From an optimization exercise on the open Yosys and OpenROAD flow, aimed at small area, a short achievable clock period and few clock cycles per item; shortcuts taken in it are not production practice. In this exercise RTL edits were held to simulation tests only and were not proved equivalent to the original. No activity file was given, so power comes from the tool's default toggle rates.

File: design/flow/run.sh
#!/bin/bash
# synth_recipe.tcl (not shown) runs the flow's synth.tcl, then flattens the netlist and writes it again
# the make line also repeats each setting of config.mk as NAME=value (left out here)
make -C /OpenROAD-flow-scripts/flow DESIGN_CONFIG=/design/flow/config.mk WORK_HOME=/design/flow/orfs CLKGATE_MAP_FILE= SYNTH_SCRIPT=/design/flow/synth_recipe.tcl finish
File: design/flow/constraint.sdc
create_clock -name core_clock -period 20.0 [get_ports {clk}]
set_input_delay 4.0000 -clock core_clock [delete_from_list [all_inputs] [get_ports {clk}]]
set_output_delay 4.0000 -clock core_clock [all_outputs]
set_load 0.01 [all_outputs]
File: design/flow/config.mk
export PLATFORM = sky130hd
export DESIGN_NAME = normalizer
export DESIGN_NICKNAME = normalizer
export VERILOG_FILES = /design/flow/design.v
export SDC_FILE = /design/flow/constraint.sdc
export NUM_CORES = 4
export LEC_CHECK = 0
export CAP_MARGIN = 20
export CORE_MARGIN = 2
export CORE_UTILIZATION = 40
export SLEW_MARGIN = 20
File: design/flow/design.v
`timescale 1ns / 1ps
module fixed2float_32 (
    input aclk,
    input aclken,
    input aresetn,
    input s_axis_a_tvalid,
    input [31:0] s_axis_a_tdata,
    output reg m_axis_result_tvalid,
    output reg [31:0] m_axis_result_tdata
);
reg [31:0] mag;
reg [31:0] norm;
reg [5:0] lz;
reg [23:0] mant;
reg [7:0] expo;
reg rnd;
integer i;
always @(*) begin
    mag = s_axis_a_tdata[31] ? (~s_axis_a_tdata + 32'd1) : s_axis_a_tdata;
    lz = 6'd32;
    for (i = 0; i < 32; i = i + 1)
        if (mag[i]) lz = 6'd31 - i[5:0];
    norm = mag << lz[4:0];
    rnd = norm[7] & ((|norm[6:0]) | norm[8]);
    mant = {1'b0, norm[30:8]} + {23'd0, rnd};
    expo = 8'd158 - {2'b00, lz} + {7'd0, mant[23]};
end
always @(posedge aclk or negedge aresetn) begin
    if (~aresetn) begin
        m_axis_result_tvalid <= 0;
        m_axis_result_tdata <= 0;
    end else if (aclken) begin
        m_axis_result_tvalid <= s_axis_a_tvalid;
        if (mag == 32'd0)
            m_axis_result_tdata <= 32'd0;
        else
            m_axis_result_tdata <= {s_axis_a_tdata[31], expo, mant[22:0]};
    end
end
endmodule
module fixed2float_64 (
    input aclk,
    input aclken,
    input aresetn,
    input s_axis_a_tvalid,
    input [63:0] s_axis_a_tdata,
    output reg m_axis_result_tvalid,
    output reg [31:0] m_axis_result_tdata
);
reg [63:0] mag;
reg [63:0] norm;
reg [6:0] lz;
reg [23:0] mant;
reg [7:0] expo;
reg rnd;
integer i;
always @(*) begin
    mag = s_axis_a_tdata[63] ? (~s_axis_a_tdata + 64'd1) : s_axis_a_tdata;
    lz = 7'd64;
    for (i = 0; i < 64; i = i + 1)
        if (mag[i]) lz = 7'd63 - i[6:0];
    norm = mag << lz[5:0];
    rnd = norm[39] & ((|norm[38:0]) | norm[40]);
    mant = {1'b0, norm[62:40]} + {23'd0, rnd};
    expo = 8'd190 - {1'b0, lz} + {7'd0, mant[23]};
end
always @(posedge aclk or negedge aresetn) begin
    if (~aresetn) begin
        m_axis_result_tvalid <= 0;
        m_axis_result_tdata <= 0;
    end else if (aclken) begin
        m_axis_result_tvalid <= s_axis_a_tvalid;
        if (mag == 64'd0)
            m_axis_result_tdata <= 32'd0;
        else
            m_axis_result_tdata <= {s_axis_a_tdata[63], expo, mant[22:0]};
    end
end
endmodule
module sqrt (
    input aclk,
    input aclken,
    input aresetn,
    input s_axis_a_tvalid,
    input [31:0] s_axis_a_tdata,
    output reg m_axis_result_tvalid,
    output reg [31:0] m_axis_result_tdata
);
localparam NS = 7;
wire sgn = s_axis_a_tdata[31];
wire [7:0] ea = s_axis_a_tdata[30:23];
wire [22:0] fa = s_axis_a_tdata[22:0];
reg [49:0] x_r [0:NS-1];
reg [24:0] r_r [0:NS-1];
reg [27:0] rem_r [0:NS-1];
reg [7:0] e_r [0:NS-1];
reg [1:0] spc_r [0:NS-1];
reg v_r [0:NS-1];
reg [49:0] x;
reg [24:0] r;
reg [27:0] rem;
reg [27:0] trial;
reg [24:0] mant;
reg [7:0] expo;
reg [1:0] spc;
reg [31:0] res;
integer i, j;
always @(posedge aclk or negedge aresetn) begin
    if (~aresetn) begin
        for (j = 0; j < NS; j = j + 1) v_r[j] <= 0;
        m_axis_result_tvalid <= 0;
        m_axis_result_tdata <= 0;
    end else if (aclken) begin
        for (j = 0; j < NS; j = j + 1) begin
            if (j == 0) begin
                if (ea[0]) x = {1'b0, 1'b1, fa, 25'd0};
                else       x = {1'b1, fa, 26'd0};
                r = 25'd0;
                rem = 28'd0;
                expo = {1'b0, ea[7:1]} + 8'd63 + {7'd0, ea[0]};
                if (ea == 8'hff && fa != 0) spc = 2'd1;        
                else if (ea == 8'd0) spc = sgn ? 2'd3 : 2'd2;  
                else if (sgn) spc = 2'd1;                      
                else if (ea == 8'hff) spc = 2'd0;              
                else spc = 2'd0;
                if (ea == 8'hff && fa == 0 && !sgn) expo = 8'hff;
                v_r[0] <= s_axis_a_tvalid;
            end else begin
                x = x_r[j-1];
                r = r_r[j-1];
                rem = rem_r[j-1];
                expo = e_r[j-1];
                spc = spc_r[j-1];
                v_r[j] <= v_r[j-1];
            end
            for (i = 0; i < 4; i = i + 1) begin
                if (j * 4 + i < 25) begin
                    rem = {rem[25:0], x[49:48]};
                    x = {x[47:0], 2'b00};
                    trial = {1'b0, r, 2'b01};
                    if (rem >= trial) begin
                        rem = rem - trial;
                        r = {r[23:0], 1'b1};
                    end else begin
                        r = {r[23:0], 1'b0};
                    end
                end
            end
            x_r[j] <= x;
            r_r[j] <= r;
            rem_r[j] <= rem;
            e_r[j] <= expo;
            spc_r[j] <= spc;
        end
        mant = {1'b0, r_r[NS-1][24:1]} + {24'd0, r_r[NS-1][0] & ((rem_r[NS-1] != 28'd0) | r_r[NS-1][1])};
        if (spc_r[NS-1] == 2'd1)
            res = 32'h7fc00000;
        else if (spc_r[NS-1] == 2'd2)
            res = 32'd0;
        else if (spc_r[NS-1] == 2'd3)
            res = 32'h80000000;
        else if (e_r[NS-1] == 8'hff)
            res = 32'h7f800000;
        else
            res = {1'b0, e_r[NS-1] + {7'd0, mant[24]}, mant[22:0]};
        m_axis_result_tvalid <= v_r[NS-1];
        m_axis_result_tdata <= res;
    end
end
endmodule
module divide_float (
    input aclk,
    input aclken,
    input aresetn,
    input s_axis_a_tvalid,
    input [31:0] s_axis_a_tdata,
    input s_axis_b_tvalid,
    input [31:0] s_axis_b_tdata,
    output reg m_axis_result_tvalid,
    output reg [31:0] m_axis_result_tdata
);
localparam NS = 7;
wire sa = s_axis_a_tdata[31];
wire sb = s_axis_b_tdata[31];
wire [7:0] ea = s_axis_a_tdata[30:23];
wire [7:0] eb = s_axis_b_tdata[30:23];
wire [22:0] fa = s_axis_a_tdata[22:0];
wire [22:0] fb = s_axis_b_tdata[22:0];
wire a_zero = (ea == 8'd0);
wire b_zero = (eb == 8'd0);
wire a_inf = (ea == 8'hff) && (fa == 0);
wire b_inf = (eb == 8'hff) && (fb == 0);
wire a_nan = (ea == 8'hff) && (fa != 0);
wire b_nan = (eb == 8'hff) && (fb != 0);
reg [24:0] rem_r [0:NS-1];
reg [26:0] q_r [0:NS-1];
reg [23:0] mb_r [0:NS-1];
reg [9:0] e_r [0:NS-1];
reg sr_r [0:NS-1];
reg [1:0] spc_r [0:NS-1];
reg v_r [0:NS-1];
reg [24:0] rem;
reg [26:0] q;
reg [23:0] mb;
reg [9:0] e;
reg sr;
reg [1:0] spc;
reg [23:0] m;
reg g, st;
reg [24:0] mant;
reg [31:0] res;
integer i, j;
always @(posedge aclk or negedge aresetn) begin
    if (~aresetn) begin
        for (j = 0; j < NS; j = j + 1) v_r[j] <= 0;
        m_axis_result_tvalid <= 0;
        m_axis_result_tdata <= 0;
    end else if (aclken) begin
        for (j = 0; j < NS; j = j + 1) begin
            if (j == 0) begin
                rem = {2'b01, fa};
                q = 27'd0;
                mb = {1'b1, fb};
                e = {2'b00, ea} - {2'b00, eb} + 10'd127;
                sr = sa ^ sb;
                if (a_nan || b_nan || (a_zero && b_zero) || (a_inf && b_inf))
                    spc = 2'd1;                        
                else if (a_inf || b_zero)
                    spc = 2'd2;                        
                else if (a_zero || b_inf)
                    spc = 2'd3;                        
                else
                    spc = 2'd0;
                v_r[0] <= s_axis_a_tvalid & s_axis_b_tvalid;
            end else begin
                rem = rem_r[j-1];
                q = q_r[j-1];
                mb = mb_r[j-1];
                e = e_r[j-1];
                sr = sr_r[j-1];
                spc = spc_r[j-1];
                v_r[j] <= v_r[j-1];
            end
            for (i = 0; i < 4; i = i + 1) begin
                if (j * 4 + i < 27) begin
                    if (rem >= {1'b0, mb}) begin
                        rem = rem - {1'b0, mb};
                        q = {q[25:0], 1'b1};
                    end else begin
                        q = {q[25:0], 1'b0};
                    end
                    rem = {rem[23:0], 1'b0};
                end
            end
            rem_r[j] <= rem;
            q_r[j] <= q;
            mb_r[j] <= mb;
            e_r[j] <= e;
            sr_r[j] <= sr;
            spc_r[j] <= spc;
        end
        q = q_r[NS-1];
        e = e_r[NS-1];
        if (q[26]) begin
            m = q[26:3];
            g = q[2];
            st = (|q[1:0]) | (rem_r[NS-1] != 25'd0);
        end else begin
            m = q[25:2];
            g = q[1];
            st = q[0] | (rem_r[NS-1] != 25'd0);
            e = e - 10'd1;
        end
        mant = {1'b0, m} + {24'd0, g & (st | m[0])};
        if (mant[24]) e = e + 10'd1;
        sr = sr_r[NS-1];
        if (spc_r[NS-1] == 2'd1)
            res = 32'h7fc00000;
        else if (spc_r[NS-1] == 2'd2)
            res = {sr, 8'hff, 23'd0};
        else if (spc_r[NS-1] == 2'd3)
            res = {sr, 31'd0};
        else if (e[9] || e == 10'd0)
            res = {sr, 31'd0};
        else if (e >= 10'd255)
            res = {sr, 8'hff, 23'd0};
        else
            res = {sr, e[7:0], mant[22:0]};
        m_axis_result_tvalid <= v_r[NS-1];
        m_axis_result_tdata <= res;
    end
end
endmodule
`timescale 1ns / 1ps
module sub #(
    parameter BIT = 32
)
(
    input clk,
    input rst_n,
    input data_in_valid,
    output reg data_out_valid,
    input [BIT-1:0] A_in,
    input [BIT-1:0] B_in,
    output reg [BIT-1:0] C_out
    );
wire  signed [BIT-1:0] A_in_signed;
wire  signed [BIT-1:0] B_in_signed;
assign A_in_signed = A_in;
assign B_in_signed = B_in;
always @(posedge clk or negedge rst_n) begin
    if(~rst_n) begin
        C_out <= 0;
        data_out_valid <= 0;
    end
    else begin
        C_out <= A_in - B_in;
        data_out_valid <= data_in_valid;
    end
end
endmodule
`timescale 1ns / 1ps
module multiplier #(
    parameter BIT = 32
)
(
    input clk,
    input rst_n,
    input data_in_valid,
    output reg data_out_valid,
    input [BIT-1:0] A_in,
    input [BIT-1:0] B_in,
    output reg [2*BIT-1:0] C_out
    );
wire signed [BIT-1:0] A_in_signed = A_in;
wire signed [BIT-1:0] B_in_signed = B_in;
always @(posedge clk or negedge rst_n) begin
    if(~rst_n) begin
        C_out <= 0;
        data_out_valid <= 0;
    end
    else begin
        C_out <= A_in_signed * B_in_signed;
        data_out_valid <= data_in_valid;
    end
end
endmodule
`timescale 1ns / 1ps
module right_shift_N #(
    parameter N = 4,
    parameter BIT = 40
)
(
    input clk,
    input rst_n,
    input data_in_valid,
    input [BIT-1:0] data_in,
    output reg [BIT-1:0] data_out,
    output reg data_out_valid
    );
wire signed [BIT-1:0] data_in_signed;
assign data_in_signed = data_in;
always @(posedge clk or negedge rst_n) begin
    if(~rst_n) begin
        data_out <= 0;
        data_out_valid <= 0;
    end
    else if(data_in_valid) begin
        data_out_valid <= data_in_valid;
        data_out <= data_in_signed >>> N;
    end
    else begin
        data_out <= 0;
        data_out_valid <= 0;
    end
end
endmodule
`timescale 1ns / 1ps
module normalizer #(
    parameter CNT = 64,
    parameter N = 6
)
(
    input clk,
    input rst_n,
    input [31:0] data_in,
    input start_en,
    input data_in_valid,
    output process_end_flag,
    output [31:0] data_out,
    output data_out_valid
);
localparam STATE_IDLE = 6'b000000;
localparam STATE_STORE = 6'b000001;
localparam STATE_CAL_MU = 6'b000010;
localparam STATE_CAL_SIGMA = 6'b000100;
localparam STATE_WAIT_SIGMA = 6'b001000;
localparam STATE_DIVIDE = 6'b010000;
reg [5:0] current_STATE;
reg [6:0] data_cnt;
reg [6:0] rd_cnt;
reg rd_en;
reg rd_last;
reg [31:0] sum;
reg [31:0] mu;
reg [63:0] sq_sum;
reg [31:0] sigma;
(* ram_style="block" *) reg [31:0] MEM [0:CNT-1];
always @(posedge clk) begin
    if(data_in_valid && current_STATE == STATE_STORE) begin
        MEM[data_cnt[5:0]] <= data_in;
    end
end
reg [31:0] read_data;
reg read_valid_sigma;
reg read_valid_divide;
reg read_last;
always @(posedge clk or negedge rst_n) begin
    if(~rst_n) begin
        read_data <= 0;
        read_valid_sigma <= 0;
        read_valid_divide <= 0;
        read_last <= 0;
    end
    else begin
        read_data <= rd_en ? MEM[rd_cnt[5:0]] : 32'd0;
        read_valid_sigma <= rd_en && (current_STATE == STATE_CAL_SIGMA);
        read_valid_divide <= rd_en && (current_STATE == STATE_DIVIDE);
        read_last <= rd_en && rd_last && (current_STATE == STATE_CAL_SIGMA);
    end
end
wire sub_data_out_valid;
wire [31:0] sub_C_out;
sub #(
    .BIT(32)
)
sub_inst_0(
    .clk(clk),
    .rst_n(rst_n),
    .data_in_valid(read_valid_sigma),
    .data_out_valid(sub_data_out_valid),
    .A_in(read_data),
    .B_in(mu),
    .C_out(sub_C_out)
);
wire [63:0] multi_out;
wire multi_out_valid;
multiplier #(
    .BIT(32)
)
multipiler_inst_0(
    .clk(clk),
    .rst_n(rst_n),
    .data_in_valid(sub_data_out_valid),
    .data_out_valid(multi_out_valid),
    .A_in(sub_C_out),
    .B_in(sub_C_out),
    .C_out(multi_out)
);
reg sub_last, multi_last, acc_last;
always @(posedge clk or negedge rst_n) begin
    if(~rst_n) begin
        sub_last <= 0;
        multi_last <= 0;
        acc_last <= 0;
    end
    else begin
        sub_last <= read_last;
        multi_last <= sub_last;
        acc_last <= multi_last;
    end
end
always @(posedge clk or negedge rst_n) begin
    if(~rst_n) begin
        sq_sum <= 0;
    end
    else if (current_STATE == STATE_CAL_MU) begin
        sq_sum <= 0;
    end
    else if (multi_out_valid) begin
        sq_sum <= sq_sum + multi_out;
    end
end
wire [63:0] sigma2_data_out;
wire sigma2_data_out_valid;
right_shift_N #(
    .N(N),
    .BIT(64)
)
right_shift_N_inst_1(
    .clk(clk),
    .rst_n(rst_n),
    .data_in_valid(acc_last),
    .data_in(sq_sum),
    .data_out(sigma2_data_out),
    .data_out_valid(sigma2_data_out_valid)
);
wire [31:0] fixed2float_data_out;
wire fixed2float_data_out_valid;
fixed2float_64 fixed2float_64_inst (
  .aclk(clk),
  .aclken(1'b1),
  .aresetn(rst_n),
  .s_axis_a_tvalid(sigma2_data_out_valid),
  .s_axis_a_tdata(sigma2_data_out),
  .m_axis_result_tvalid(fixed2float_data_out_valid),
  .m_axis_result_tdata(fixed2float_data_out)
);
wire sqrt_data_out_valid;
wire [31:0] sqrt_data_out;
sqrt sqrt_inst (
  .aclk(clk),
  .aclken(1'b1),
  .aresetn(rst_n),
  .s_axis_a_tvalid(fixed2float_data_out_valid),
  .s_axis_a_tdata(fixed2float_data_out),
  .m_axis_result_tvalid(sqrt_data_out_valid),
  .m_axis_result_tdata(sqrt_data_out)
);
always @(posedge clk or negedge rst_n) begin
    if(~rst_n) begin
        sigma <= 0;
    end
    else if (sqrt_data_out_valid) begin
        sigma <= sqrt_data_out;
    end
end
wire [31:0] sub_C_out1;
wire sub1_data_out_valid;
sub #(
    .BIT(32)
)
sub_inst_1(
    .clk(clk),
    .rst_n(rst_n),
    .data_in_valid(read_valid_divide),
    .data_out_valid(sub1_data_out_valid),
    .A_in(read_data),
    .B_in(mu),
    .C_out(sub_C_out1)
);
wire [31:0] fixed2float_32_1_data_out;
wire fixed2float_32_1_data_out_valid;
fixed2float_32 fixed2float_32_inst_1 (
  .aclk(clk),
  .aclken(1'b1),
  .aresetn(rst_n),
  .s_axis_a_tvalid(sub1_data_out_valid),
  .s_axis_a_tdata(sub_C_out1),
  .m_axis_result_tvalid(fixed2float_32_1_data_out_valid),
  .m_axis_result_tdata(fixed2float_32_1_data_out)
);
wire [31:0] norm_data_out_float;
wire norm_data_out_float_valid;
divide_float divide_float_inst(
  .aclk(clk),
  .aclken(1'b1),
  .aresetn(rst_n),
  .s_axis_a_tvalid(fixed2float_32_1_data_out_valid),
  .s_axis_a_tdata(fixed2float_32_1_data_out),
  .s_axis_b_tvalid(1'b1),
  .s_axis_b_tdata(sigma),
  .m_axis_result_tvalid(norm_data_out_float_valid),
  .m_axis_result_tdata(norm_data_out_float)
);
assign data_out = norm_data_out_float;
assign data_out_valid = norm_data_out_float_valid;
reg data_out_valid_reg;
always @(posedge clk or negedge rst_n) begin
    if(~rst_n) begin
        data_out_valid_reg <= 0;
    end
    else begin
        data_out_valid_reg  <= data_out_valid;
    end
end
assign process_end_flag = data_out_valid_reg && ~data_out_valid;
always @(posedge clk or negedge rst_n) begin
    if(~rst_n) begin
        current_STATE <= STATE_IDLE;
        data_cnt <= 0;
        rd_cnt <= 0;
        rd_en <= 0;
        rd_last <= 0;
        sum <= 0;
        mu <= 0;
    end
    else begin
        case(current_STATE)
            STATE_IDLE: begin
                rd_en <= 0;
                if(start_en) begin
                    current_STATE <= STATE_STORE;
                    data_cnt <= 0;
                    sum <= 0;
                end
            end
            STATE_STORE: begin
                if(data_in_valid) begin
                    sum <= sum + data_in;
                    data_cnt <= data_cnt + 1;
                    if(data_cnt == CNT - 1) begin
                        current_STATE <= STATE_CAL_MU;
                    end
                end
            end
            STATE_CAL_MU: begin
                mu <= $signed(sum) >>> N;
                rd_cnt <= 0;
                rd_en <= 1;
                rd_last <= 0;
                current_STATE <= STATE_CAL_SIGMA;
            end
            STATE_CAL_SIGMA: begin
                if(rd_en) begin
                    rd_cnt <= rd_cnt + 1;
                    rd_last <= (rd_cnt == CNT - 2);
                    if(rd_last) begin
                        rd_en <= 0;
                        current_STATE <= STATE_WAIT_SIGMA;
                    end
                end
            end
            STATE_WAIT_SIGMA: begin
                if(sqrt_data_out_valid) begin
                    rd_cnt <= 0;
                    rd_en <= 1;
                    rd_last <= 0;
                    current_STATE <= STATE_DIVIDE;
                end
            end
            STATE_DIVIDE: begin
                if(rd_en) begin
                    rd_cnt <= rd_cnt + 1;
                    rd_last <= (rd_cnt == CNT - 2);
                    if(rd_last) begin
                        rd_en <= 0;
                    end
                end
                else if(process_end_flag) begin
                    if(start_en) begin
                        current_STATE <= STATE_STORE;
                        data_cnt <= 0;
                        sum <= 0;
                    end
                    else begin
                        current_STATE <= STATE_IDLE;
                    end
                end
            end
            default: current_STATE <= STATE_IDLE;
        endcase
    end
end
endmodule
==> summary.txt <==
## final timing paths
path                                                                      start                                       to  slack (ns)  cells past startpoint
max                                      divide_float_inst.mb_r[4][1]$_DFFE_PP_  divide_float_inst.rem_r[5][3]$_DFFE_PP_        2.14                     73
min reg2reg                fixed2float_32_inst_1.m_axis_result_tvalid$_DFF_PN0_       divide_float_inst.v_r[0]$_DFF_PN0_        0.34                      0
max reg2reg                              divide_float_inst.mb_r[4][1]$_DFFE_PP_  divide_float_inst.rem_r[5][3]$_DFFE_PP_        2.14                     73
min in group asynchronous                                                 rst_n                     sigma[2]$_DFFE_PN0P_        3.12                      1
max in group asynchronous                                                 rst_n                    rd_cnt[4]$_DFFE_PN0P_       13.00                      5
min                        fixed2float_32_inst_1.m_axis_result_tvalid$_DFF_PN0_       divide_float_inst.v_r[0]$_DFF_PN0_        0.34                      0
## critical path, delay by kind of cell (launching register included)
family	cells	cell delay, ns
adders and majority gates	4	1.25
and+or+nand+nor	10	1.55
buffers and inverters	6	1.70
AOI/OAI and AO/OA	52	12.18
DFF	1	0.48
muxes	1	0.39
## logic make-up (layout without fill, tap and decap cells)
family	count (synthesis)	count (layout)	synth area share (%)
compound gates	3880	3880	10.93
xor+xnor	1210	1210	4.598
fa+ha+maj	2295	2295	15.75
buf+inv	2427	2732	4.051
flops	3459	3459	43.85
mux	1442	1442	10.04
other cells	2	16	0.003251
simple gates	5160	5160	10.78
## power groups by stage
stage	sequential (W)	clock (W)	combinational, W
after detailed placement	0.00968	0	0.0247
after floorplan	0.00948	0	0.0192
final	0.00953	0.00664	0.0252
after CTS	0.00954	0.00679	0.0249
after global placement	0.00968	0	0.0246
after global routing	0.00957	0.00705	0.0278
## metal layers
layer  vias to the layer above  part of all wire (%)  wire length, microns  GRT usage [%]
li1                      72458                     -                     -              -
met1                     78706                    43                274200          29.56
met2                      4728                    48                306200          35.84
met3                       871                   6.2                 39900          2.729
met4                        18                   2.9                 18700          5.794
met5                         -                 0.018                   115              0
## repair_timing
item                                    4_1_cts  5_1_grt
endpoints found under the hold margin         0        0
endpoints found under the setup margin        0       14
gates resized for setup                       0        2
## final cells by class
type                            count  area, sq um  share of cell area (%)
Inverter                         1725         6481                   2.563
Antenna cell                       10        25.02                0.009896
Multi-Input combinational cell  13993       121000                   47.84
Clock buffer                      477         9673                   3.825
Clock inverter                    184         1997                  0.7897
Tap cell                         7727         9668                   3.823
Sequential cell                  3459       101300                   40.06
Timing Repair Buffer              346         2731                   1.080
## stage by stage
step,util (%),std cells,hold WS [ns],power (W)
floorplan,-,19879,0.3312,0.02864
global placement,41.84,27250,0.3317,0.03430
detailed placement,41.84,27250,0.3347,0.03434
CTS,43.87,27911,0.3350,0.04124
global route,43.87,27912,0.3490,0.04441
finish,43.88,27921,0.3370,0.04133
## synthesized netlist by cell type (all sizes together) (138+ instances only)
library cell | number | share of area, %
fa | 1022 | 8.9
nand3 | 320 | 0.70
o31ai | 146 | 0.49
mux2i | 319 | 1.4
nor3 | 330 | 0.75
o21a | 199 | 0.65
xor2 | 391 | 1.5
nor2 | 1480 | 2.4
xnor2 | 819 | 3.1
edfxtp | 2942 | 38
o21ai | 904 | 2.0
buf | 237 | 0.49
mux4 | 648 | 6.3
nand2b | 185 | 0.50
nand4 | 190 | 0.53
inv | 1709 | 2.8
nand2 | 1449 | 2.4
mux2 | 475 | 2.3
ha | 1273 | 6.9
nor2b | 179 | 0.48
dfrtp | 517 | 5.6
and3 | 143 | 0.39
a21o | 361 | 1.2
and2 | 318 | 0.86
a21oi | 1071 | 2.3
clkbuf | 465 | 0.76
nor4 | 138 | 0.42
==> impl_metrics.tcl <==
set metrics [dict create \
    grt_antenna_before_repair 28 \
    synthFlopType "edfxtp_1" \
    crit_type "reg -> reg" \
    cts_tree "done" \
    largest_reg_flops 2048 \
    rows 279 \
    cp-start-kind "flop" \
    stdcell_area_sq_mm 0.2529 \
    finalHoldViolations 0 \
    grt_pass1_vias 153651 \
    comb_power_share_pct 60.9 \
    yosys.cell_types.count 142 \
    cts_root_buffer "clkbuf_16" \
    skew_ns 0.1732 \
    cts_hold_repair.buffers 0 \
    crit_top_cell "o21ai_0" \
    cts_max_level 5 \
    dieArea_sq_mm 0.5835 \
    finalMaxSlewViolations 0 \
    cp_slowest_stage_delay_ns 0.75 \
    drt_wl_total_microns 639200 \
    setup_viol 0 \
    syn_avg_cell_area_sq_um 11.62 \
    dpl_worst_slack_ns 2.323 \
    p_clk_share_pct 16.1 \
    avgViaCountPerCell 5.615 \
    clock_sinks 3459 \
    antenna_left 0 \
    hold_path.class "reg -> reg" \
    portBuffers 69 \
    drive_gt1_share_pct 11.38 \
    vias 156781 \
    setup_tns_ns 0 \
    ys_seq_area_share_pct 43.85 \
    p_sw_share_pct 42.20 \
    leakage_nw 101.5 \
    required_ns 20.70 \
    drc 0 \
    placed_area_sq_mm 0.2412 \
    yosys_warnings 21 \
    grt_usage_pct 21.47 \
    hpwl_microns 444800 \
    final.min_clock_period_ns 17.86 \
    p_sw_w 0.01744 \
    grt_max_degree 179 \
    layout_common_cells "edfxtp_1, inv_1, nand2_1" \
    fin_crit_sh_pct 89.31 \
    powerDensity_mw_per_mm2 163.4 \
    wire_per_inst_microns 22.89 \
    initial_utilization_pct 40.08 \
    clkLatencyLatePin_ns 1.08 \
    max_slew_margin_pct 22.89 \
    p_int_w 0.02389 \
    critPathCaptureType "flop" \
    drt-initial-drc-count 14190 \
    fin_ws_ns 2.139 \
    ir_drop_mv 0.3591 \
    area_growth_pct 9.482 \
    dr.pass1.iters 8 \
    worst_slew_pin_slew_ns 1.157 \
    die_w_microns 763.9 \
    p_seq_share_pct 23.1 \
    cts_buffers 357 \
    crit_slowest_cell "a2111oi_0" \
    num_io_pins 70 \
    clkTransAtPathRegs_ns 0.07 \
    cts_setup_buffers 0 \
    netlist_area_sq_mm 0.2310 \
    grt_pass1_wl_microns 965900 \
    synth-edff-count 2942 \
    fmax_ghz 0.05599 \
    cp_data_arrival_time_ns 18.56 \
    coreArea_sq_mm 0.5763 \
    final_common_cell "edfxtp_1" \
    rsz0062_at_grt "false" \
    synthArstFlopShare_pct 14.95 \
    layout.nets 22213 \
    syn_inst 19875 \
    maxCapViolations 0 \
    cp_max_fo 31 \
    nFillCells 53073 \
    die_height_microns 763.9 \
    outcome "complete, no violations" \
    gr-total-overflow 0 \
    clk_path_buf_depth 4 \
    place.gp.congestion 0.9254 \
    ys_seq_elements 3459 \
]
Testbench counts, summed over its fixed seeds: cycles 28,040, batches 128.

[afterwards: timing with drivers on the ports]
The results above use ideal ports. As a check the final layout listed here was re-extracted and re-timed, cells and wires unchanged. Step 1, drivers: a clkbuf_16 drives clk and a buf_2 each remaining input, both assumed. Step 2 moves the port delays by t, midway between the first and last clock arrival at a register: inputs arrive t later, outputs are due t later. That takes back most of the time a late clock gives input paths. Three values: no drivers, after step 1, after step 2; two values: the first two.
t, ns: 1.116
setup slack, ns: 2.139 / 2.139 / 2.139
worst hold slack (ns): 0.337 / 0.337 / 0.337
After both steps setup and hold are still met in this run. For this run, drivers alone change the setup slack by 0.000 ns; drivers and shift together by 0.000 ns.
